This is an optimization exercise on Yosys and OpenROAD, whose aim is small area, not a production implementation.
The RTL was checked by simulation tests, not by an equivalence proof against the original design.
No activity file was given, so power comes from the tool's default toggle rates.

run 1:
==> flow/design.v <==
`timescale 1ns / 1ps
module pp_fa(input a, input b, input c, output s, output co);
    assign s  = a ^ b ^ c;
    assign co = (a & b) | (a & c) | (b & c);
endmodule
module pp_ha(input a, input b, output s, output co);
    assign s  = a ^ b;
    assign co = a & b;
endmodule
module pp_bop(input v, input ninc, input ndt, output b);
    assign b = ~(v ? ninc : ndt);
endmodule
module pp_maj(input a, input b, input c, output m);
    assign m = (a & b) | (a & c) | (b & c);
endmodule
module pp_omux(input s, input P, input Q, input yn, output o);
    assign o = (s ? P : Q) | ~yn;
endmodule
module process(Rout,Gout,Bout,OKout,Rin,Gin,Bin,operation,value,clka,reset,OKin);
input clka,reset,OKin;
input [7:0]Rin,Gin,Bin,value;
input [2:0]operation;
output reg [7:0]Rout,Gout,Bout;
output reg OKout;
wire en = OKin & ~reset;
wire op_inc = (operation == 3'd0);
wire op_dec = (operation == 3'd1);
wire op_gry = (operation == 3'd2);
wire op_red = (operation == 3'd3);
wire op_grn = (operation == 3'd4);
wire op_blu = (operation == 3'd5);
wire op_thr = (operation == 3'd6);
wire op_inv = (operation == 3'd7);
wire [7:0] b;
wire op_dt = op_dec | op_thr;
genvar m;
generate
    for (m = 0; m < 8; m = m + 1) begin : bop
        pp_bop u(value[m], ~op_inc, ~op_dt, b[m]);
    end
endgenerate
wire cin = op_dec;
wire [8:0] Rc, Gc, Bc;
wire [8:0] Rs, Gs, Bs;
assign Rc[0] = cin;
assign Gc[0] = cin;
assign Bc[0] = cin;
genvar j;
generate
    for (j = 0; j < 8; j = j + 1) begin : add
        pp_fa fr(Rin[j], b[j], Rc[j], Rs[j], Rc[j+1]);
        pp_fa fg(Gin[j], b[j], Gc[j], Gs[j], Gc[j+1]);
        pp_fa fb(Bin[j], b[j], Bc[j], Bs[j], Bc[j+1]);
    end
endgenerate
assign Rs[8] = Rc[8];
assign Gs[8] = Gc[8];
assign Bs[8] = Bc[8];
wire s0a, c0a, s0b, c0b, s0c, c0c, s0d, c0d;
pp_fa f0a(Rin[2], Rin[5], Rin[6], s0a, c0a);
pp_fa f0b(Gin[1], Gin[4], Gin[6], s0b, c0b);
pp_fa f0c(Bin[4], Bin[5], Bin[6], s0c, c0c);
pp_fa f0d(s0a, s0b, s0c, s0d, c0d);
wire s1a, c1a, s1b, c1b, s1c, c1c, s1d, c1d, s1e, c1e, s1f, c1f;
pp_fa f1a(Rin[3], Rin[6], Rin[7], s1a, c1a);
pp_fa f1b(Gin[2], Gin[5], Gin[7], s1b, c1b);
pp_fa f1c(Bin[5], Bin[6], Bin[7], s1c, c1c);
pp_fa f1d(c0a, c0b, c0c, s1d, c1d);
pp_fa f1e(s1a, s1b, s1c, s1e, c1e);
pp_fa f1f(s1d, s1e, c0d, s1f, c1f);
wire s2a, c2a, s2b, c2b, s2c, c2c, s2d, c2d, s2e, c2e, s2f, c2f;
pp_fa f2a(Rin[4], Rin[7], Gin[3], s2a, c2a);
pp_fa f2b(Gin[6], Bin[6], Bin[7], s2b, c2b);
pp_fa f2c(c1a, c1b, c1c, s2c, c2c);
pp_fa f2d(s2a, s2b, s2c, s2d, c2d);
pp_fa f2e(c1d, c1e, c1f, s2e, c2e);
pp_ha h2f(s2d, s2e, s2f, c2f);
wire s3a, c3a, s3b, c3b, s3c, c3c, s3d, c3d, s3e, c3e;
pp_fa f3a(Rin[5], Gin[4], Gin[7], s3a, c3a);
pp_fa f3b(Bin[7], c2a, c2b, s3b, c3b);
pp_fa f3c(c2c, c2d, c2e, s3c, c3c);
pp_fa f3d(s3a, s3b, s3c, s3d, c3d);
pp_ha h3e(s3d, c2f, s3e, c3e);
wire s4a, c4a, s4b, c4b, s4c, c4c;
pp_fa f4a(Rin[6], Gin[5], c3a, s4a, c4a);
pp_fa f4b(c3b, c3c, c3d, s4b, c4b);
pp_fa f4c(s4a, s4b, c3e, s4c, c4c);
wire s5a, c5a, s5b, c5b;
pp_fa f5a(Rin[7], Gin[6], c4a, s5a, c5a);
pp_fa f5b(s5a, c4b, c4c, s5b, c5b);
wire s6a, c6a;
pp_fa f6a(Gin[7], c5a, c5b, s6a, c6a);
wire [7:0] Y = {c6a, s6a, s5b, s4c, s3e, s2f, s1f, s0d};
wire [8:0] gt;
assign gt[0] = 1'b0;
assign gt[1] = Y[0] & b[0];
genvar i;
generate
    for (i = 1; i < 8; i = i + 1) begin : cmp
        pp_maj u(Y[i], b[i], gt[i], gt[i+1]);
    end
endgenerate
wire white = ~gt[8];
wire rP = en & (op_inc | (op_dec & Rs[8]) | op_red | (op_thr & white));
wire rQ = en & ((op_inc & Rs[8]) | op_inv | (op_thr & white));
wire gP = en & (op_inc | (op_dec & Gs[8]) | op_grn | (op_thr & white));
wire gQ = en & ((op_inc & Gs[8]) | op_inv | (op_thr & white));
wire bP = en & (op_inc | (op_dec & Bs[8]) | op_blu | (op_thr & white));
wire bQ = en & ((op_inc & Bs[8]) | op_inv | (op_thr & white));
wire selY = en & op_gry;
wire [7:0] yn = ~(Y & {8{selY}});
wire [7:0] Rn, Gn, Bn;
genvar k;
generate
    for (k = 0; k < 8; k = k + 1) begin : omux
        pp_omux ur(Rs[k], rP, rQ, yn[k], Rn[k]);
        pp_omux ug(Gs[k], gP, gQ, yn[k], Gn[k]);
        pp_omux ub(Bs[k], bP, bQ, yn[k], Bn[k]);
    end
endgenerate
always @(posedge clka) begin
    OKout <= en;
    Rout <= Rn;
    Gout <= Gn;
    Bout <= Bn;
end
endmodule
clock: 10.0 ns
lec_check: 0
cap_margin: 20
core_margin: 2
core_utilization: 55
slew_margin: 20
synth_hierarchical: 1
standard.sh (not shown) runs the stock make flow with config.mk's settings and CLKGATE_MAP_FILE= SYNTH_SCRIPT=/design/flow/synth_recipe.tcl, a recipe that flattens the netlist after the stock synthesis.
==> flow/flow/run.sh <==
#!/bin/bash
# Own layout flow: the standard flow (standard.sh) with three changes:
#  * synthesis is synth_recipe.tcl unchanged except that ABC maps each module for
#    area with area.abc (no buffering/upsizing) instead of ORFS's speed script;
#  * the port buffers are buf_1 instead of the buffer_ports default;
#  * CTS runs without a dummy load;
#  * everything else (floorplan, PDN, taps, CTS, routing) is the standard flow.
set -euo pipefail
WORK=$(pwd)
mkdir -p "$WORK/own"
sed 's#log_cmd abc {\*}$abc_args#log_cmd abc -script $::env(OWN_ABC_SCRIPT) {*}[lrange $abc_args 2 end]#' \
  "$FLOW_HOME/scripts/synth.tcl" > "$WORK/own/synth_mod.tcl"
grep -q OWN_ABC_SCRIPT "$WORK/own/synth_mod.tcl"
export OWN_SYNTH_MOD="$WORK/own/synth_mod.tcl"
export OWN_ABC_SCRIPT="$WORK/flow/area.abc"
bash standard.sh \
  "SYNTH_SCRIPT=$WORK/flow/own_synth.tcl" \
  "BUFFER_PORTS_ARGS=-buffer_cell sky130_fd_sc_hd__buf_1" \
  "CTS_ARGS=-sink_clustering_enable -repair_clock_nets -dont_use_dummy_load" \
  finish > "$WORK/standard_flow.log" 2>&1
==> flow/flow/area.abc <==
strash
&get -n
&dch -f
&nf -R 1000
&put
==> flow/flow/own_synth.tcl <==
# The standard synthesis (synth_recipe.tcl) with one change: ORFS's synth.tcl is used as
# synth_mod.tcl, a copy whose ABC call maps for area with flow/area.abc (written by run.sh).
proc synth {args} { yosys synth -nofsm -noshare {*}$args }
source $::env(OWN_SYNTH_MOD)
# left out here: clear keep_hierarchy, flatten, clean up, hide names made inside functions, write 1_2_yosys.v
Changes in run 2 relative to run 1:
==> flow/flow/run.sh <==
#!/bin/bash
# Own layout flow: the standard flow (standard.sh) with three changes:
#  * synthesis is synth_recipe.tcl unchanged except that ABC maps each module for
#    area with area.abc (no buffering/upsizing) instead of ORFS's speed script;
#  * the port buffers are buf_1 instead of the buffer_ports default;
#  * everything else (floorplan, PDN, taps, CTS, routing) is the standard flow.
set -euo pipefail
WORK=$(pwd)
mkdir -p "$WORK/own"
sed 's#log_cmd abc {\*}$abc_args#log_cmd abc -script $::env(OWN_ABC_SCRIPT) {*}[lrange $abc_args 2 end]#' \
  "$FLOW_HOME/scripts/synth.tcl" > "$WORK/own/synth_mod.tcl"
grep -q OWN_ABC_SCRIPT "$WORK/own/synth_mod.tcl"
export OWN_SYNTH_MOD="$WORK/own/synth_mod.tcl"
export OWN_ABC_SCRIPT="$WORK/flow/area.abc"
bash standard.sh \
  "SYNTH_SCRIPT=$WORK/flow/own_synth.tcl" \
  "BUFFER_PORTS_ARGS=-buffer_cell sky130_fd_sc_hd__buf_1" \
  "CTS_ARGS=-repair_clock_nets -dont_use_dummy_load -buf_list sky130_fd_sc_hd__clkbuf_8 -root_buf sky130_fd_sc_hd__clkbuf_8" \
  finish > "$WORK/standard_flow.log" 2>&1
- From run 1 to run 2, top achievable clock speed did not move at all.
- Between run 1 and run 2, the difference in clock network power is negligible.
- Re total of max-cap violations: no difference whatsoever between run 1 and run 2.
- Diff run 1..run 2 | wire length of the first global-routing pass | unchanged
- Total power: run 1 vs run 2 identical
- Number of unique standard cell types used by synthesis delta (run 2 -> run 1): insignificant
- Run 2 -> run 1: maximum number of pins on one net before global-route repair delta 0, exact match
## Diff of input files: run 3 against run 2
-- flow/flow/run.sh --
<<< run 2, line 16
  "SYNTH_SCRIPT=$WORK/flow/own_synth.tcl" \
  "BUFFER_PORTS_ARGS=-buffer_cell sky130_fd_sc_hd__buf_1" \
  "CTS_ARGS=-repair_clock_nets -dont_use_dummy_load -buf_list sky130_fd_sc_hd__clkbuf_8 -root_buf sky130_fd_sc_hd__clkbuf_8" \
  finish > "$WORK/standard_flow.log" 2>&1
>>> run 3, line 16
  "SYNTH_SCRIPT=$WORK/flow/own_synth.tcl" \
  "BUFFER_PORTS_ARGS=-buffer_cell sky130_fd_sc_hd__buf_1" \
  "CTS_ARGS=-repair_clock_nets -dont_use_dummy_load -sink_clustering_enable -sink_clustering_size 25 -sink_clustering_max_diameter 500 -sink_clustering_levels 1" \
  finish > "$WORK/standard_flow.log" 2>&1
[summary]
Run 3 went all the way through synthesis, placement and routing and the layout is clean on timing, DRC and antenna. Detailed placer's ending HPWL: run 2 vs run 3 — no meaningful difference. Taking run 2 as the reference, in run 3 design area closely matched the old numbers; arithmetic-cell share of the synthesized area counting full adders, half adders and majority gates closely matched the old numbers; count of inserted tapcells closely matched the old numbers.

-- what the ideal ports hide --
The flow's constraints put no driver on any port. The routed layouts listed below were extracted and timed again, unchanged, in two steps. Step 1: set_driving_cell puts a clkbuf_16 on clka and a buf_2 on each other input, an assumption about the parent block. Step 2 also shifts input and output timing later by t, the mid clock arrival at the registers, as if the neighbouring blocks saw the same clock. a / b / c = no drivers / after step 1 / after step 2; a / b = the first two.
| run | t (ns) | setup slack, ns | pins driven straight from the clock port |
|---|---|---|---|
| run 1 | 0.281 | 1.225 / 1.222 / 0.941 | 1 |
| run 2 | 0.281 | 1.225 / 1.222 / 0.941 | 1 |
| run 3 | 0.281 | 1.225 / 1.222 / 0.941 | 1 |
After both steps every run listed still meets setup and hold.
